Source: an optimization exercise on an open RTL-to-GDS flow (aim: a short achievable clock period and few clock cycles). Production flows keep margins and buffers that such runs may drop. In this exercise RTL edits were held to simulation tests only and were not proved equivalent to the original. Power is estimated from default activity; no workload was simulated.

== branch ember ==
## nr_mcu
module nr_mcu(clk, enable, code_addr, code_din, emif_addr, emif_wr_n, emif_rd_n, emif_din, emif_dout);
export LEC_CHECK = 0
export ABC_CLOCK_PERIOD_IN_PS = 1200
export CAP_MARGIN = 20
export CORE_MARGIN = 2
export CORE_UTILIZATION = 40
export SETUP_SLACK_MARGIN = 4.4
export SLEW_MARGIN = 20
create_clock -name core_clock -period 7.0 [get_ports {clk}]
run.sh (not shown) runs the stock make flow with config.mk's settings and CLKGATE_MAP_FILE= SYNTH_SCRIPT=/design/flow/synth_recipe.tcl, a recipe that flattens the netlist after the stock synthesis.
Testbench counts of branch ember, summed over its fixed seeds: cycles 59,949.
For branch quartz, these inputs were changed with respect to branch ember:
-- flow/design.v --
<<< branch ember, line 53
   reg              f_free;           
   reg              f_rdd;            
   reg [31:0]       dly;
   reg              dly0, dly1;       
   assign code_addr = pc_f;
>>> branch quartz, line 53
   reg              f_free;           
   reg              f_rdd;            
   reg [32:0]       dly;
   reg              dly0, dly1;       
   assign code_addr = pc_f;
<<< branch ember, line 88
   wire r_wr0   = r_k[K_READ] | r_k[K_IREAD] | r_k[K_SET] | r_alu;
   wire e_start = e_acw & f_free & dly1 & ~(e_k[K_WRITE] & r0p);
   wire e_dlygo = e_k[K_DELAY] & f_idle & dly0;
   wire e_go    = e_start | e_rds | e_dlygo | (e_simp & ~(e_nr0 & r0p));
   wire e_free  = ~e_v | e_go;
>>> branch quartz, line 88
   wire r_wr0   = r_k[K_READ] | r_k[K_IREAD] | r_k[K_SET] | r_alu;
   wire e_start = e_acw & f_free & dly1 & ~(e_k[K_WRITE] & r0p);
   wire e_dlygo = e_k[K_DELAY] & dly0;
   wire e_go    = e_start | e_rds | e_dlygo | (e_simp & ~(e_nr0 & r0p));
   wire e_free  = ~e_v | e_go;
<<< branch ember, line 255
            regs[i] <= wb_dat;
   end
   always @(posedge clk) begin
      if (~enable) begin
         dly <= 32'd0;
         dly0 <= 1'b1;
         dly1 <= 1'b1;
      end else if (e_dlygo) begin
         dly <= e_dat;
         dly0 <= e_datz;
         dly1 <= (e_dat[31:1] == 31'd0);
      end else if (~dly0) begin
         dly <= dly - 32'd1;
         dly0 <= dly1;
         dly1 <= (dly[31:2] == 30'd0) & ~(dly[1] & dly[0]);    
      end
   end
>>> branch quartz, line 255
            regs[i] <= wb_dat;
   end
   wire [3:0]  dly_rem = b_rd ? (4'd10 - bc) : b_wr ? (4'd6 - bc) : 4'd0;
   wire [32:0] dly_ld  = {1'b0, e_dat} + {29'd0, dly_rem};
   always @(posedge clk) begin
      if (~enable) begin
         dly <= 33'd0;
         dly0 <= 1'b1;
         dly1 <= 1'b1;
      end else if (e_dlygo) begin
         dly <= dly_ld;
         dly0 <= e_datz & (dly_rem == 4'd0);
         dly1 <= (dly_rem == 4'd0) ? (e_dat[31:1] == 31'd0) : ((dly_rem == 4'd1) & e_datz);
      end else if (~dly0) begin
         dly <= dly - 33'd1;
         dly0 <= dly1;
         dly1 <= (dly[32:2] == 31'd0) & ~(dly[1] & dly[0]);    
      end
   end
--- outcome ---
As far as number of synthesized flops with an enable pin goes, branch quartz and branch ember are indistinguishable; the numbers are identical. Compared with branch ember, in branch quartz ratio of final minimum period to clock period higher; instance count after placement with tap cells included went up 141; total leakage power has increased. On number of nets in the final layout: between branch ember and branch quartz, it ends up lower for branch ember. Compared with branch ember, branch quartz shows wire length of the first global-routing pass that has gone up slightly. branch quartz vs branch ember: count of unique library cells instantiated by Yosys down by more than 10%. Compared to branch ember, branch quartz has relative contribution of sequential cells to total power 0.4 points higher. First-iteration DRC count (higher): branch quartz.
Testbench counts of branch quartz, summed over its fixed seeds: cycles 59,440.

========
== orange ==
The RTL this note starts from:
==> flow/design.v <==
module nr_mcu(clk, enable, code_addr, code_din, emif_addr, emif_wr_n, emif_rd_n, emif_din, emif_dout);
   input            clk;
   input            enable;
   output [15:0]    code_addr;
   input [39:0]     code_din;
   output [31:0]    emif_addr;
   reg [31:0]       emif_addr;
   output           emif_wr_n;
   reg              emif_wr_n;
   output           emif_rd_n;
   reg              emif_rd_n;
   output [31:0]    emif_din;
   reg [31:0]       emif_din;
   input [31:0]     emif_dout;
   localparam K_READ = 0, K_WRITE = 1, K_IREAD = 2, K_IWRITE = 3, K_SET = 4,
              K_ADD = 5, K_AND = 6, K_OR = 7, K_XOR = 8, K_SHL = 9, K_SHR = 10,
              K_SHL4 = 11, K_SHR4 = 12, K_DELAY = 13;
   localparam NK = 14;
   integer i;
   reg [15:0]       pc_f;
   reg              d_v;
   reg [15:0]       d_pc1;
   reg              sk_v;
   reg [39:0]       sk_w;
   reg [15:0]       sk_pc1;
   reg              halted;
   reg [15:0]       bk1, bk2, bk3, bk4;
   reg              push_p, pop_p;
   reg [15:0]       push_v;
   reg              r_v;
   reg [NK-1:0]     r_k;
   reg [31:0]       r_dat;
   reg              r_datz;
   reg [31:0]       r_sel;           
   reg              r_started;       
   reg              e_v;
   reg [NK-1:0]     e_k;
   reg              e_alu;           
   reg              e_nr0;           
   reg              e_simp;          
   reg              e_acw;           
   reg              e_rds;           
   reg [31:0]       e_dat;
   reg              e_datz;
   reg [31:0]       e_sel;
   reg [31:0]       e_opnd;          
   reg [31:0]       e_opc;           
   reg [31:0]       R0;
   reg [31:0]       R0c;              
   reg              r0p;              
   reg [31:0]       regs [0:31];
   reg              b_rd, b_wr;
   reg [3:0]        bc;
   reg              f_idle;           
   reg              f_free;           
   reg              f_rdd;            
   reg [31:0]       dly;
   reg              dly0, dly1;       
   assign code_addr = pc_f;
   wire        dv   = d_v | sk_v;
   wire [39:0] dw   = sk_v ? sk_w : code_din;
   wire [15:0] dpc1 = sk_v ? sk_pc1 : d_pc1;
   wire [7:0]  op_d = dw[39:32];
   wire d_jmp  = (op_d == 8'h11);
   wire d_jeq  = (op_d == 8'h12);
   wire d_jne  = (op_d == 8'h13);
   wire d_call = (op_d == 8'h51);
   wire d_ret  = (op_d == 8'h52);
   wire d_jcc  = d_jeq | d_jne;
   wire [NK-1:0] d_k;
   assign d_k[K_READ]   = (op_d == 8'h01);
   assign d_k[K_WRITE]  = (op_d == 8'h02);
   assign d_k[K_IREAD]  = (op_d == 8'h21);
   assign d_k[K_IWRITE] = (op_d == 8'h22);
   assign d_k[K_SET]    = (op_d == 8'h23);
   assign d_k[K_ADD]    = (op_d == 8'h31);
   assign d_k[K_AND]    = (op_d == 8'h32);
   assign d_k[K_OR]     = (op_d == 8'h33);
   assign d_k[K_XOR]    = (op_d == 8'h34);
   assign d_k[K_SHL]    = (op_d == 8'h35);
   assign d_k[K_SHR]    = (op_d == 8'h36);
   assign d_k[K_SHL4]   = (op_d == 8'h37);
   assign d_k[K_SHR4]   = (op_d == 8'h38);
   assign d_k[K_DELAY]  = (op_d == 8'h41);
   wire d_data = |d_k;
   wire d_ctl  = d_jmp | d_jcc | d_call | d_ret;
   wire r_alu   = r_k[K_ADD] | r_k[K_AND] | r_k[K_OR] | r_k[K_XOR] |
                  r_k[K_SHL] | r_k[K_SHR] | r_k[K_SHL4] | r_k[K_SHR4];
   wire r_acc   = r_k[K_READ] | r_k[K_WRITE];
   wire r_wr0   = r_k[K_READ] | r_k[K_IREAD] | r_k[K_SET] | r_alu;
   wire e_start = e_acw & f_free & dly1 & ~(e_k[K_WRITE] & r0p);
   wire e_dlygo = e_k[K_DELAY] & f_idle & dly0;
   wire e_go    = e_start | e_rds | e_dlygo | (e_simp & ~(e_nr0 & r0p));
   wire e_free  = ~e_v | e_go;
   wire r_free  = ~r_v | e_free;
   wire e_kill  = e_k[K_SET] | e_k[K_IREAD];
   wire e_rdfin = e_rds | (e_start & e_k[K_READ]);
   wire e_wait  = e_acw | e_k[K_DELAY];
   wire r_start = r_k[K_READ] & ~r_started & f_free & dly1 & ~e_wait;
   wire r_wait  = (r_acc & ~r_started) | r_k[K_DELAY];
   wire d_start_ok = f_free & dly1 & ~r_wait & ~e_wait & ~halted;
   wire [31:0] a_x = R0 ^ e_opnd;
   wire [31:0] a_o = R0 | e_opnd;
   wire addz    = ~a_x[0] & (a_x[31:1] == a_o[30:0]);    
   wire opz     = (e_opc == 32'd0);
   wire R0z     = (R0c == 32'd0);
   wire e_any0  = e_k[K_SET] | e_k[K_IREAD] | e_alu | e_k[K_READ];
   wire zres    = r_wr0 ? r_k[K_SET] :
                  e_any0 ? (e_k[K_SET] | e_k[K_IREAD] | (e_k[K_ADD] & ~r0p)) :
                  ~r0p;
   wire use_add = ~r_wr0 & e_k[K_ADD];
   wire z_fast  = r_wr0 ? r_datz :
                  e_k[K_SET] ? e_datz :
                  e_k[K_IREAD] ? opz : R0z;
   wire zval    = use_add ? addz : z_fast;
   wire d_halt  = dv & ~d_data & ~d_ctl;
   wire halt_c  = halted | d_halt;
   wire d_stall = dv & ((d_data & ~r_free) | (d_jcc & ~zres));
   wire d_tor   = dv & d_data & r_free;       
   wire d_start = d_tor & d_k[K_READ] & d_start_ok;
   wire t_unc   = dv & (d_jmp | d_call | d_ret);
   wire t_ok    = dv & zres;
   wire take1   = ~halt_c & (t_unc | (t_ok & d_jeq));   
   wire take0   = ~halt_c & (t_unc | (t_ok & d_jne));   
   wire [15:0] pc_f1  = pc_f + 16'd1;
   wire [15:0] tgt    = d_ret ? bk1 : dw[15:0];
   wire [15:0] pc_o   = (halt_c | d_stall) ? pc_f : pc_f1;
   wire [15:0] pc_n1  = take1 ? tgt : pc_o;
   wire [15:0] pc_n0  = take0 ? tgt : pc_o;
   wire        dv_o   = ~halt_c & ~d_stall;
   wire        dv_n1  = dv_o & ~take1;
   wire        dv_n0  = dv_o & ~take0;
   always @(posedge clk) begin
      d_pc1 <= pc_f1;
      if (~enable) begin
         pc_f <= 16'd0;
         d_v <= 1'b0;
         sk_v <= 1'b0;
         halted <= 1'b0;
      end else begin
         pc_f <= zval ? pc_n1 : pc_n0;
         d_v <= zval ? dv_n1 : dv_n0;
         sk_v <= ~halt_c & d_stall;
         halted <= halt_c;
      end
      if (~sk_v) begin
         sk_w <= code_din;
         sk_pc1 <= d_pc1;
      end
   end
   always @(posedge clk) begin
      push_p <= enable & ~halted & dv & d_call;
      pop_p  <= enable & ~halted & dv & d_ret;
      push_v <= dpc1;
      if (push_p) begin
         bk1 <= push_v;
         bk2 <= bk1;
         bk3 <= bk2;
         bk4 <= bk3;
      end else if (pop_p) begin
         bk1 <= bk2;
         bk2 <= bk3;
         bk3 <= bk4;
      end
   end
   wire d_go_r = d_tor & ~halted;
   always @(posedge clk) begin
      if (~enable) begin
         r_v <= 1'b0;
         r_k <= {NK{1'b0}};
         r_started <= 1'b0;
      end else if (r_free) begin
         r_v <= d_go_r;
         r_k <= d_go_r ? d_k : {NK{1'b0}};
         r_started <= d_start;
      end else if (r_start)
         r_started <= 1'b1;
      if (r_free) begin
         r_dat <= dw[31:0];
         r_datz <= (dw[31:0] == 32'd0);
         for (i = 0; i < 32; i = i + 1)
            r_sel[i] <= (dw[4:0] == i);
      end
   end
   reg [31:0] r_rd;
   always @(*) begin
      r_rd = 32'd0;
      for (i = 0; i < 32; i = i + 1)
         r_rd = r_rd | ({32{r_sel[i]}} & regs[i]);
   end
   reg         wb_v;
   reg [4:0]   wb_idx;
   reg [31:0]  wb_sel;
   reg [31:0]  wb_dat;
   wire r_fwd  = e_k[K_IWRITE] & (e_dat[4:0] == r_dat[4:0]);
   wire r_fwdw = wb_v & (wb_idx == r_dat[4:0]);
   wire [31:0] r_opnd = r_fwd ? R0c : r_fwdw ? wb_dat : r_rd;
   wire r_st = r_started | r_start;
   always @(posedge clk) begin
      if (~enable) begin
         e_v <= 1'b0;
         e_k <= {NK{1'b0}};
         e_alu <= 1'b0;
         e_nr0 <= 1'b0;
         e_simp <= 1'b0;
         e_acw <= 1'b0;
         e_rds <= 1'b0;
      end else if (e_free) begin
         e_v <= r_v;
         e_k <= r_k;
         e_alu <= r_alu;
         e_nr0 <= r_alu | r_k[K_WRITE] | r_k[K_IWRITE];
         e_simp <= r_v & ~r_acc & ~r_k[K_DELAY];
         e_acw <= r_acc & ~(r_k[K_READ] & r_st);
         e_rds <= r_k[K_READ] & r_st;
      end
      if (e_free) begin
         e_dat <= r_dat;
         e_datz <= r_datz;
         e_sel <= r_sel;
      end
      if (enable & e_free)
         e_opc <= r_opnd;
   end
   always @(posedge clk)
      e_opnd <= e_free ? r_opnd : e_opc;
   wire e_w = e_kill | (e_alu & ~r0p);
   reg [31:0] e_res, e_oth;
   always @(*) begin
      e_oth = ({32{e_k[K_SET]}}   & e_dat) |
              ({32{e_k[K_IREAD]}} & e_opc) |
              ({32{e_k[K_AND]}}   & (R0c & e_opc)) |
              ({32{e_k[K_OR]}}    & (R0c | e_opc)) |
              ({32{e_k[K_XOR]}}   & (R0c ^ e_opc)) |
              ({32{e_k[K_SHL]}}   & {R0c[30:0], 1'b0}) |
              ({32{e_k[K_SHR]}}   & {1'b0, R0c[31:1]}) |
              ({32{e_k[K_SHL4]}}  & {R0c[27:0], 4'b0000}) |
              ({32{e_k[K_SHR4]}}  & {4'b0000, R0c[31:4]});
      e_res = e_k[K_ADD] ? (R0 + e_opnd) : e_oth;
   end
   always @(posedge clk) begin
      if (~enable)
         r0p <= 1'b0;
      else if (e_rdfin)
         r0p <= 1'b1;
      else if (f_rdd | e_kill)
         r0p <= 1'b0;
      if (e_w)
         R0 <= e_res;
      else if (r0p & f_rdd)
         R0 <= emif_dout;
      else
         R0 <= R0c;
      if (enable & e_w)
         R0c <= e_res;
      else if (enable & r0p & f_rdd)
         R0c <= emif_dout;
   end
   always @(posedge clk) begin
      wb_v <= e_k[K_IWRITE] & ~r0p;
      wb_idx <= e_dat[4:0];
      wb_sel <= e_sel;
      wb_dat <= R0c;
      for (i = 0; i < 32; i = i + 1)
         if (wb_v & wb_sel[i])
            regs[i] <= wb_dat;
   end
   always @(posedge clk) begin
      if (~enable) begin
         dly <= 32'd0;
         dly0 <= 1'b1;
         dly1 <= 1'b1;
      end else if (e_dlygo) begin
         dly <= e_dat;
         dly0 <= e_datz;
         dly1 <= (e_dat[31:1] == 31'd0);
      end else if (~dly0) begin
         dly <= dly - 32'd1;
         dly0 <= dly1;
         dly1 <= (dly[31:2] == 30'd0) & ~(dly[1] & dly[0]);    
      end
   end
   wire b_start = e_start | r_start | d_start;
   always @(posedge clk) begin
      if (~enable) begin
         b_rd <= 1'b0;
         b_wr <= 1'b0;
         emif_rd_n <= 1'b1;
         emif_wr_n <= 1'b1;
         f_idle <= 1'b1;
         f_free <= 1'b1;
         f_rdd <= 1'b0;
      end else if (b_start) begin
         b_rd <= ~(e_start & e_k[K_WRITE]);
         b_wr <= e_start & e_k[K_WRITE];
         bc <= 4'd0;
         emif_rd_n <= 1'b1;
         emif_wr_n <= 1'b1;
         f_idle <= 1'b0;
         f_free <= 1'b0;
         f_rdd <= 1'b0;
      end else if (b_rd) begin
         bc <= bc + 4'd1;
         emif_rd_n <= ~(bc <= 4'd7);
         emif_wr_n <= 1'b1;
         if (bc == 4'd9)
            b_rd <= 1'b0;
         f_idle <= (bc == 4'd9);
         f_free <= (bc >= 4'd8);
         f_rdd <= (bc == 4'd7);
      end else if (b_wr) begin
         bc <= bc + 4'd1;
         emif_wr_n <= ~(bc == 4'd3);
         emif_rd_n <= 1'b1;
         if (bc == 4'd5)
            b_wr <= 1'b0;
         f_idle <= (bc == 4'd5);
         f_free <= (bc >= 4'd4);
         f_rdd <= 1'b0;
      end else begin
         emif_rd_n <= 1'b1;
         emif_wr_n <= 1'b1;
         f_idle <= 1'b1;
         f_free <= 1'b1;
         f_rdd <= 1'b0;
      end
   end
   reg [31:0]  a_h, w_h;
   wire        w_start = e_start & e_k[K_WRITE];
   wire [31:0] a_n = b_start ? (e_start ? e_dat : r_start ? r_dat : dw[31:0]) : a_h;
   wire [31:0] w_n = w_start ? R0c : w_h;
   always @(posedge clk) begin
      a_h <= a_n;
      w_h <= w_n;
      emif_addr <= enable ? a_n : 32'd0;
      emif_din <= enable ? w_n : 32'd0;
   end
endmodule
Settings: LEC_CHECK=0, ABC_CLOCK_PERIOD_IN_PS=1500, CAP_MARGIN=20, CORE_MARGIN=2, CORE_UTILIZATION=35, SETUP_SLACK_MARGIN=4.4, SLEW_MARGIN=20; clock period 7.0 ns.
Testbench counts of orange, summed over its fixed seeds: cycles 59,949.
### orange -> purple
--- a/flow/design.v
+++ b/flow/design.v
@@ -44,8 +44,6 @@
    reg              e_datz;
    reg [31:0]       e_sel;
-   reg [31:0]       e_opnd;          
-   reg [31:0]       e_opc;           
+   reg [31:0]       e_opnd;
    reg [31:0]       R0;
-   reg [31:0]       R0c;              
    reg              r0p;              
    reg [31:0]       regs [0:31];
@@ -103,6 +101,6 @@
    wire [31:0] a_o = R0 | e_opnd;
    wire addz    = ~a_x[0] & (a_x[31:1] == a_o[30:0]);    
-   wire opz     = (e_opc == 32'd0);
-   wire R0z     = (R0c == 32'd0);
+   wire opz     = (e_opnd == 32'd0);
+   wire R0z     = (R0 == 32'd0);
    wire e_any0  = e_k[K_SET] | e_k[K_IREAD] | e_alu | e_k[K_READ];
    wire zres    = r_wr0 ? r_k[K_SET] :
@@ -195,5 +193,5 @@
    wire r_fwd  = e_k[K_IWRITE] & (e_dat[4:0] == r_dat[4:0]);
    wire r_fwdw = wb_v & (wb_idx == r_dat[4:0]);
-   wire [31:0] r_opnd = r_fwd ? R0c : r_fwdw ? wb_dat : r_rd;
+   wire [31:0] r_opnd = r_fwd ? R0 : r_fwdw ? wb_dat : r_rd;
    wire r_st = r_started | r_start;
    always @(posedge clk) begin
@@ -219,22 +217,19 @@
          e_datz <= r_datz;
          e_sel <= r_sel;
+         e_opnd <= r_opnd;
       end
-      if (enable & e_free)
-         e_opc <= r_opnd;
    end
-   always @(posedge clk)
-      e_opnd <= e_free ? r_opnd : e_opc;
    wire e_w = e_kill | (e_alu & ~r0p);
    reg [31:0] e_res, e_oth;
    always @(*) begin
       e_oth = ({32{e_k[K_SET]}}   & e_dat) |
-              ({32{e_k[K_IREAD]}} & e_opc) |
-              ({32{e_k[K_AND]}}   & (R0c & e_opc)) |
-              ({32{e_k[K_OR]}}    & (R0c | e_opc)) |
-              ({32{e_k[K_XOR]}}   & (R0c ^ e_opc)) |
-              ({32{e_k[K_SHL]}}   & {R0c[30:0], 1'b0}) |
-              ({32{e_k[K_SHR]}}   & {1'b0, R0c[31:1]}) |
-              ({32{e_k[K_SHL4]}}  & {R0c[27:0], 4'b0000}) |
-              ({32{e_k[K_SHR4]}}  & {4'b0000, R0c[31:4]});
+              ({32{e_k[K_IREAD]}} & e_opnd) |
+              ({32{e_k[K_AND]}}   & (R0 & e_opnd)) |
+              ({32{e_k[K_OR]}}    & (R0 | e_opnd)) |
+              ({32{e_k[K_XOR]}}   & (R0 ^ e_opnd)) |
+              ({32{e_k[K_SHL]}}   & {R0[30:0], 1'b0}) |
+              ({32{e_k[K_SHR]}}   & {1'b0, R0[31:1]}) |
+              ({32{e_k[K_SHL4]}}  & {R0[27:0], 4'b0000}) |
+              ({32{e_k[K_SHR4]}}  & {4'b0000, R0[31:4]});
       e_res = e_k[K_ADD] ? (R0 + e_opnd) : e_oth;
    end
@@ -250,10 +245,4 @@
       else if (r0p & f_rdd)
          R0 <= emif_dout;
-      else
-         R0 <= R0c;
-      if (enable & e_w)
-         R0c <= e_res;
-      else if (enable & r0p & f_rdd)
-         R0c <= emif_dout;
    end
    always @(posedge clk) begin
@@ -261,5 +250,5 @@
       wb_idx <= e_dat[4:0];
       wb_sel <= e_sel;
-      wb_dat <= R0c;
+      wb_dat <= R0;
       for (i = 0; i < 32; i = i + 1)
          if (wb_v & wb_sel[i])
@@ -292,4 +281,7 @@
          f_rdd <= 1'b0;
       end else if (b_start) begin
+         emif_addr <= e_start ? e_dat : r_start ? r_dat : dw[31:0];
+         if (e_start & e_k[K_WRITE])
+            emif_din <= R0;
          b_rd <= ~(e_start & e_k[K_WRITE]);
          b_wr <= e_start & e_k[K_WRITE];
@@ -303,5 +295,4 @@
          bc <= bc + 4'd1;
          emif_rd_n <= ~(bc <= 4'd7);
-         emif_wr_n <= 1'b1;
          if (bc == 4'd9)
             b_rd <= 1'b0;
@@ -312,5 +303,4 @@
          bc <= bc + 4'd1;
          emif_wr_n <= ~(bc == 4'd3);
-         emif_rd_n <= 1'b1;
          if (bc == 4'd5)
             b_wr <= 1'b0;
@@ -319,6 +309,4 @@
          f_rdd <= 1'b0;
       end else begin
-         emif_rd_n <= 1'b1;
-         emif_wr_n <= 1'b1;
          f_idle <= 1'b1;
          f_free <= 1'b1;
@@ -326,13 +314,3 @@
       end
    end
-   reg [31:0]  a_h, w_h;
-   wire        w_start = e_start & e_k[K_WRITE];
-   wire [31:0] a_n = b_start ? (e_start ? e_dat : r_start ? r_dat : dw[31:0]) : a_h;
-   wire [31:0] w_n = w_start ? R0c : w_h;
-   always @(posedge clk) begin
-      a_h <= a_n;
-      w_h <= w_n;
-      emif_addr <= enable ? a_n : 32'd0;
-      emif_din <= enable ? w_n : 32'd0;
-   end
 endmodule
## What came out
From orange to purple the numbers moved as follows: gate count of the mapped netlist lower, clock buffer and inverter area fraction after layout saw little to no change. For purple, the slowest stage cell on the critical path was sky130_fd_sc_hd__edfxtp_1, unlike orange, where it was sky130_fd_sc_hd__a211o_4. Status: met3 usage parity (orange, purple). Clock network fraction of total power: purple and orange compared, higher one is orange. From orange to purple the numbers moved as follows: number of different library cells in the post-synthesis netlist went down by 2; number of flops mapped to enable cells by yosys went up by 64.
Testbench counts of purple, summed over its fixed seeds: cycles 59,949.

[re-timing with driven ports]
No port has a modelled driver above. Below, the same layouts with a new extraction and two added sets of constraints. Step 1 sets driving cells, clkbuf_16 on the clock port and buf_2 on the other inputs (assumed; they add their load-dependent delay and slew). Step 2 times the ports against the registers' clock, not the clock port: input delays grow and output delays shrink by t, the midpoint of the rising clock arrivals with the driver on. Three values: ideal, step 1, step 2; two values: the first two.
run | t, ns | setup WS [ns] | hold WS [ns] | clock arrival spread, ns
branch ember | 0.875 | 4.024 / 3.946 / 3.283 | 0.308 / 0.308 / 0.308 | 0.061 / 0.060
branch quartz | 0.887 | 3.930 / 3.930 / 3.176 | 0.330 / 0.330 / 0.330 | 0.061 / 0.061
orange | 0.896 | 4.034 / 4.034 / 3.260 | 0.271 / 0.271 / 0.271 | 0.086 / 0.087
purple | 0.869 | 4.013 / 3.930 / 3.346 | 0.296 / 0.296 / 0.296 | 0.083 / 0.083
After both steps setup and hold are still met in every run listed. For orange, which loses most, drivers alone change the setup slack by 0.000 ns; drivers and shift together by -0.774 ns.
